Background: an optimization exercise with open tools, aiming at small area and a short achievable clock period. Do not read the settings as production practice.
At most, simulation tests tie the RTL to the original design; equivalence was not proved.
The clock input has no modelled driver; a real chip could not lean on it and would need a root buffer or a full tree.
No activity file was given, so power comes from the tool's default toggle rates.

Setup of rev 12:
==> flow/design.v (excerpt) <==
module part4(
    input clk,
    input [127:0] a,
    input [127:0] b,
    input cin,
    output [127:0] s,
    output cout
);
Size: roughly 1100 flip-flops, about 390 I/O pins.
Settings: LEC_CHECK=0, CAP_MARGIN=20, CORE_MARGIN=2, CORE_UTILIZATION=40, SETUP_SLACK_MARGIN=1.4, SLEW_MARGIN=20; clock period 3.2 ns.
run.sh (not shown) runs the stock make flow with config.mk's settings and CLKGATE_MAP_FILE= SYNTH_SCRIPT=/design/flow/synth_recipe.tcl, a recipe that flattens the netlist after the stock synthesis.
What rev 13 does differently from rev 12 at the input level:
- an added CTS_CLUSTER_DIAMETER of 60
- an added CTS_BUF_LIST of sky130_fd_sc_hd__clkbuf_8 sky130_fd_sc_hd__clkbuf_16
- an added CTS_CLUSTER_SIZE of 20
- a change of CORE_UTILIZATION from 40 to 60
- an added PLACE_DENSITY of 0.75
## What came out
Rev 13 went all the way through the flow, and no timing, DRC or antenna check failed.
Rev 13 ends up with a global-route usage that is 4.9 points higher than in rev 12.
Rev 12 fits on a die that is larger than the die of rev 13.
Taking rev 12 as the reference, in rev 13 worst max-slew margin expressed relative to the limit increased by 6.6 points relative to the old numbers, register-to-register slack moved up.
No run of this note included a check of the RTL's function; only the layout flow was run.

* * *

part4, a different RTL version from the one above (not shown whole).
Size: ~1800 cells after synthesis, roughly 390 I/O pins, ~0.029 mm^2 of cells after synthesis.
Settings: LEC_CHECK=0, CAP_MARGIN=20, CORE_MARGIN=2, CORE_UTILIZATION=60, PLACE_DENSITY=0.75, SETUP_SLACK_MARGIN=1.6, SLEW_MARGIN=20, SYNTH_HIERARCHICAL=1, SYNTH_MINIMUM_KEEP_SIZE=0; clock period 3.2 ns.
standard.sh (not shown) runs the stock make flow with config.mk's settings and CLKGATE_MAP_FILE= SYNTH_SCRIPT=/design/flow/synth_recipe.tcl, a recipe that flattens the netlist after the stock synthesis.
==> flow/flow/run.sh <==
#!/bin/bash
# The standard layout with three changes: the smallest buffer on the ports,
# a shallow two-level clock tree (flow/cts_tree.tcl) in place of
# TritonCTS's, and stronger cells on the paths to the outputs (set when the
# tree is built; the resizer still sizes everything as usual afterwards).
# make's full output goes to make.log in this folder.
set -euo pipefail
export BUFFER_PORTS_ARGS="-buffer_cell sky130_fd_sc_hd__buf_1"
export PRE_CTS_TCL="$(pwd)/flow/cts_tree.tcl"
export CTS_TREE_OUT_BUF=sky130_fd_sc_hd__buf_4
export CTS_TREE_OUT_FF=sky130_fd_sc_hd__dfxtp_2
bash standard.sh > make.log 2>&1
==> flow/flow/cts_tree.tcl <==
# Sourced by ORFS's cts.tcl as PRE_CTS_TCL. Replaces clock_tree_synthesis
# with a two-level tree: the flip-flops are split by recursive bisection of
# their placement into equal clusters of at most CTS_TREE_CAP sinks, each driven
# by a leaf buffer at its centre; the leaves are split the same way into
# CTS_TREE_ROOTS groups, each driven by a root buffer that the clock port
# drives. Every flip-flop sees the same two buffers, so the tree is
# balanced; it is just shallower than TritonCTS's. Leaves and roots are
# inverters by default (two inversions per path, so the flip-flops see the
# true clock): an inverter is faster than a buffer.

proc cts_tree_bisect { pts k } {
  # pts: list of {item x y}; splits them into k clusters of near-equal size
  # by recursive bisection across the longer side of their bounding box
  if { $k <= 1 } { return [list $pts] }
  set xs [lsort -real [lmap p $pts { lindex $p 1 }]]
  set ys [lsort -real [lmap p $pts { lindex $p 2 }]]
  set dx [expr { [lindex $xs end] - [lindex $xs 0] }]
  set dy [expr { [lindex $ys end] - [lindex $ys 0] }]
  set idx [expr { $dx >= $dy ? 1 : 2 }]
  set s [lsort -real -index $idx $pts]
  set k1 [expr { $k / 2 }]
  set h [expr { int(round([llength $s] * double($k1) / $k)) }]
  return [concat [cts_tree_bisect [lrange $s 0 [expr { $h - 1 }]] $k1] \
                 [cts_tree_bisect [lrange $s $h end] [expr { $k - $k1 }]]]
}

proc cts_tree_centre { pts } {
  set sx 0.0; set sy 0.0
  foreach p $pts { set sx [expr { $sx + [lindex $p 1] }]; set sy [expr { $sy + [lindex $p 2] }] }
  set n [llength $pts]
  return [list [expr { int($sx / $n) }] [expr { int($sy / $n) }]]
}

proc cts_tree_buffer { block master name x y innet } {
  set inst [odb::dbInst_create $block $master $name]
  $inst setLocation $x $y
  $inst setPlacementStatus PLACED
  set net [odb::dbNet_create $block "${name}_net"]
  $net setSigType CLOCK
  foreach it [$inst getITerms] { if { [$it isOutputSignal] } { $it connect $net } }
  if { $innet ne "" } { [$inst findITerm A] connect $innet }
  return [list $inst $net]
}

# Gives each output port's buffer, and the flip-flop that drives it, the
# drive strengths CTS_TREE_OUT_BUF and CTS_TREE_OUT_FF (when set): the
# paths to the outputs carry the fixed output delay, so they are the ones
# that need the drive.
proc cts_tree_size_outputs { block } {
  set obuf [expr { [info exists ::env(CTS_TREE_OUT_BUF)] ? $::env(CTS_TREE_OUT_BUF) : "" }]
  set off [expr { [info exists ::env(CTS_TREE_OUT_FF)] ? $::env(CTS_TREE_OUT_FF) : "" }]
  set nb 0; set nf 0
  foreach bt [$block getBTerms] {
    if { [$bt getIoType] ne "OUTPUT" } { continue }
    set net [$bt getNet]
    if { $net eq "NULL" } { continue }
    foreach it [$net getITerms] {
      if { ![$it isOutputSignal] } { continue }
      set buf [$it getInst]
      if { ![string match "*__buf_*" [[$buf getMaster] getName]] } { continue }
      set in [$buf findITerm A]
      if { $in eq "NULL" || [$in getNet] eq "NULL" } { continue }
      foreach dit [[$in getNet] getITerms] {
        if { [$dit isOutputSignal] && [string match "*__dfxtp_*" [[[$dit getInst] getMaster] getName]] } {
          if { $off ne "" } { replace_cell [[$dit getInst] getName] $off; incr nf }
        }
      }
      if { $obuf ne "" } { replace_cell [$buf getName] $obuf; incr nb }
    }
  }
  puts "cts_tree: resized $nb output buffers and $nf flip-flops"
}

rename clock_tree_synthesis cts_tree_tritoncts
proc clock_tree_synthesis { args } {
  set cap [expr { [info exists ::env(CTS_TREE_CAP)] ? $::env(CTS_TREE_CAP) : 40 }]
  set nroots [expr { [info exists ::env(CTS_TREE_ROOTS)] ? $::env(CTS_TREE_ROOTS) : 4 }]
  set leafbuf [expr { [info exists ::env(CTS_TREE_LEAF)] ? $::env(CTS_TREE_LEAF) : "sky130_fd_sc_hd__clkinv_16" }]
  set rootbuf [expr { [info exists ::env(CTS_TREE_ROOT)] ? $::env(CTS_TREE_ROOT) : "sky130_fd_sc_hd__clkinv_16" }]
  set db [ord::get_db]
  set block [ord::get_db_block]
  set src [lindex [get_property [lindex [all_clocks] 0] sources] 0]
  set clknet [[$block findBTerm [get_full_name $src]] getNet]
  set sinks {}
  foreach it [$clknet getITerms] {
    set bb [[$it getInst] getBBox]
    lappend sinks [list $it [expr { ([$bb xMin] + [$bb xMax]) / 2 }] [expr { ([$bb yMin] + [$bb yMax]) / 2 }]]
  }
  set clusters [cts_tree_bisect $sinks [expr { int(ceil([llength $sinks] / double($cap))) }]]
  set leaves {}
  set i 0
  foreach c $clusters {
    lassign [cts_tree_centre $c] x y
    lappend leaves [list $i $x $y]
    set leafnet($i) $c
    incr i
  }
  set groups [cts_tree_bisect $leaves [expr { min($nroots, [llength $leaves]) }]]
  set lm [$db findMaster $leafbuf]
  set rm [$db findMaster $rootbuf]
  set r 0
  foreach g $groups {
    lassign [cts_tree_centre $g] x y
    lassign [cts_tree_buffer $block $rm "ctree_root_$r" $x $y $clknet] rinst rnet
    foreach l $g {
      lassign $l li lx ly
      lassign [cts_tree_buffer $block $lm "ctree_leaf_$li" $lx $ly $rnet] linst lnet
      foreach s $leafnet($li) {
        set it [lindex $s 0]
        $it disconnect
        $it connect $lnet
      }
    }
    incr r
  }
  puts "cts_tree: [llength $sinks] sinks, [llength $clusters] leaf buffers, [llength $groups] root buffers"
  cts_tree_size_outputs $block
  set_propagated_clock [all_clocks]
}
The first run produced a clean layout.
Next try:
--- a/flow/config.mk
+++ b/flow/config.mk
@@ -11,3 +11,3 @@
 export PLACE_DENSITY = 0.75
-export SETUP_SLACK_MARGIN = 1.6
+export SETUP_SLACK_MARGIN = 1.7
 export SLEW_MARGIN = 20
Effect: The new run completed without violations; total power barely changes; design area is higher slightly; die area stays the same; first-iteration DRC count is lower by a quarter to a third; final cell count barely changes.
Next try:
--- a/flow/flow/run.sh
+++ b/flow/flow/run.sh
@@ -1,4 +1,6 @@
 #!/bin/bash
-# The standard layout with three changes: the smallest buffer on the ports,
-# a shallow two-level clock tree (flow/cts_tree.tcl) in place of
+# The standard layout with four changes: the smallest drive for every
+# combinational cell of the synthesised netlist (flow/downsize.tcl; the
+# resizer sizes up where timing needs it), the smallest buffer on the
+# ports, a shallow two-level clock tree (flow/cts_tree.tcl) in place of
 # TritonCTS's, and stronger cells on the paths to the outputs (set when the
@@ -8,2 +10,3 @@
 export BUFFER_PORTS_ARGS="-buffer_cell sky130_fd_sc_hd__buf_1"
+export PRE_FLOORPLAN_TCL="$(pwd)/flow/downsize.tcl"
 export PRE_CTS_TCL="$(pwd)/flow/cts_tree.tcl"
==> flow/flow/downsize.tcl (new file) <==
# Sourced by ORFS's floorplan.tcl as PRE_FLOORPLAN_TCL, on the synthesised
# netlist. Yosys's ABC maps the small lookahead modules with drive strength
# 2 gates, sized for a load they do not have; this gives every
# combinational cell the smallest drive of its kind. The floorplan's setup
# repair, and the resizer in the later steps, size up again where timing
# needs it.
set cts_ds_n 0
set cts_ds_area 0.0
foreach inst [[ord::get_db_block] getInsts] {
  set m [[$inst getMaster] getName]
  if { ![regexp {^(sky130_fd_sc_hd__[a-z0-9]+)_([0-9]+)$} $m -> base drive] } { continue }
  if { $drive <= 1 || [string match "*df*" $base] || [string match "*buf*" $base] } { continue }
  set small [[ord::get_db] findMaster "${base}_1"]
  if { $small eq "NULL" } { continue }
  set cts_ds_area [expr { $cts_ds_area + [[$inst getMaster] getWidth] - [$small getWidth] }]
  replace_cell [$inst getName] "${base}_1"
  incr cts_ds_n
}
puts "downsize: $cts_ds_n cells to drive 1"
--- a/flow/config.mk
+++ b/flow/config.mk
@@ -11,3 +11,3 @@
 export PLACE_DENSITY = 0.75
-export SETUP_SLACK_MARGIN = 1.7
+export SETUP_SLACK_MARGIN = 1.75
 export SLEW_MARGIN = 20
The changed run completed without violations.
Synthesized cell count does not change.
Cell count fell by 0.38%.
Synthesized area drops by 2.3%.
Routed wire length is lower by 0.30%.
Sequential power stays flat.
Next try:
--- a/flow/flow/run.sh
+++ b/flow/flow/run.sh
@@ -5,4 +5,6 @@
 # ports, a shallow two-level clock tree (flow/cts_tree.tcl) in place of
-# TritonCTS's, and stronger cells on the paths to the outputs (set when the
-# tree is built; the resizer still sizes everything as usual afterwards).
+# TritonCTS's, and shorter, stronger paths to the outputs: when the tree is
+# built, the flip-flops that drive the output buffers move next to them,
+# and they and the buffers get a stronger drive (the resizer still sizes
+# everything as usual afterwards).
 # make's full output goes to make.log in this folder.
@@ -12,2 +14,3 @@
 export PRE_CTS_TCL="$(pwd)/flow/cts_tree.tcl"
+export CTS_TREE_PULL_OUTPUTS=1
 export CTS_TREE_OUT_BUF=sky130_fd_sc_hd__buf_4
--- a/flow/flow/cts_tree.tcl
+++ b/flow/flow/cts_tree.tcl
@@ -73,2 +73,43 @@
 
+# Moves the flip-flop that drives each output port's buffer next to that
+# buffer (which sits by the port), on the side towards the core's centre:
+# the path to the output carries the fixed output delay, so its wire
+# should be the short one, and the wire from the flip-flop before it the
+# long one. Detailed placement legalises the moved cells afterwards.
+proc cts_tree_pull_outputs { block } {
+  set core [$block getCoreArea]
+  set cx [expr { ([$core xMin] + [$core xMax]) / 2.0 }]
+  set cy [expr { ([$core yMin] + [$core yMax]) / 2.0 }]
+  set step 4000
+  set n 0
+  foreach bt [$block getBTerms] {
+    if { [$bt getIoType] ne "OUTPUT" } { continue }
+    set net [$bt getNet]
+    if { $net eq "NULL" } { continue }
+    foreach it [$net getITerms] {
+      if { ![$it isOutputSignal] } { continue }
+      set buf [$it getInst]
+      set in [$buf findITerm A]
+      if { $in eq "NULL" || [$in getNet] eq "NULL" } { continue }
+      set bb [$buf getBBox]
+      set bx [expr { ([$bb xMin] + [$bb xMax]) / 2.0 }]
+      set by [expr { ([$bb yMin] + [$bb yMax]) / 2.0 }]
+      foreach dit [[$in getNet] getITerms] {
+        set ff [$dit getInst]
+        if { ![$dit isOutputSignal] || ![string match "*__dfxtp_*" [[$ff getMaster] getName]] } { continue }
+        set dx [expr { $cx - $bx }]; set dy [expr { $cy - $by }]
+        if { abs($dx) >= abs($dy) } {
+          set x [expr { $bx + ($dx > 0 ? $step : -$step) }]; set y $by
+        } else {
+          set x $bx; set y [expr { $by + ($dy > 0 ? $step : -$step) }]
+        }
+        set fb [$ff getBBox]
+        $ff setLocation [expr { int($x - ([$fb xMax] - [$fb xMin]) / 2) }] [expr { int($y - ([$fb yMax] - [$fb yMin]) / 2) }]
+        incr n
+      }
+    }
+  }
+  puts "cts_tree: moved $n output flip-flops next to their buffers"
+}
+
 rename clock_tree_synthesis cts_tree_tritoncts
@@ -81,2 +122,5 @@
   set block [ord::get_db_block]
+  if { [info exists ::env(CTS_TREE_PULL_OUTPUTS)] && $::env(CTS_TREE_PULL_OUTPUTS) } {
+    cts_tree_pull_outputs $block
+  }
   set src [lindex [get_property [lindex [all_clocks] 0] sources] 0]
--- a/flow/config.mk
+++ b/flow/config.mk
@@ -11,3 +11,3 @@
 export PLACE_DENSITY = 0.75
-export SETUP_SLACK_MARGIN = 1.75
+export SETUP_SLACK_MARGIN = 1.85
 export SLEW_MARGIN = 20
After rerunning: Final cell count hardly moves. Clock power rose by about 1%. Power rose by 2.1%. First-iteration DRC count rose by 13%.
No run of this note takes its clock network from TritonCTS; it comes from the design's own scripts or RTL.

-- re-timing with driven ports --
The results above use ideal ports. As a check the final layouts listed here were re-extracted and re-timed, cells and wires unchanged.
Step 1 (the two cells are an assumption about what drives the block):
set clk [get_ports {clk}]
set_driving_cell -lib_cell sky130_fd_sc_hd__clkbuf_16 $clk
set_driving_cell -lib_cell sky130_fd_sc_hd__buf_2 [delete_from_list [all_inputs] $clk]
Step 2 moves the port delays by t, midway between the first and last clock arrival at a register: inputs arrive t later, outputs are due t later. That takes back most of the time a late clock gives input paths.
Slacks: ideal ports / drivers / drivers and shift; pairs: ideal ports / drivers.
| run | t, ns | slack for setup (ns) | hold slack, ns | worst setup path after step 2 | worst slew at a driven data input, ns |
|---|---|---|---|---|---|
| rev 12 | 0.681 | 0.920 / 0.920 / 0.737 | 0.284 / 0.256 / 0.310 | input to register | 0.07 |
| rev 13 | 0.660 | 0.970 / 0.970 / 0.756 | 0.313 / 0.313 / 0.313 | input to register | 0.09 |
| the first run of note 2 | 0.563 | 1.684 / 1.477 / 1.513 | 0.295 / 0.292 / 0.295 | input to register | 0.08 |
| the second run of note 2 | 0.561 | 1.737 / 1.494 / 1.566 | 0.308 / 0.293 / 0.309 | input to register | 0.07 |
| the third run of note 2 | 0.555 | 1.747 / 1.507 / 1.500 | 0.299 / 0.294 / 0.300 | input to register | 0.08 |
| the fourth run of note 2 | 0.565 | 1.763 / 1.512 / 1.541 | 0.306 / 0.307 / 0.307 | input to register | 0.07 |
After both steps setup and hold are still met in every run listed. The setup slack of the third run of note 2, which loses most, moves by -0.240 ns with the drivers and by -0.247 ns with both steps.
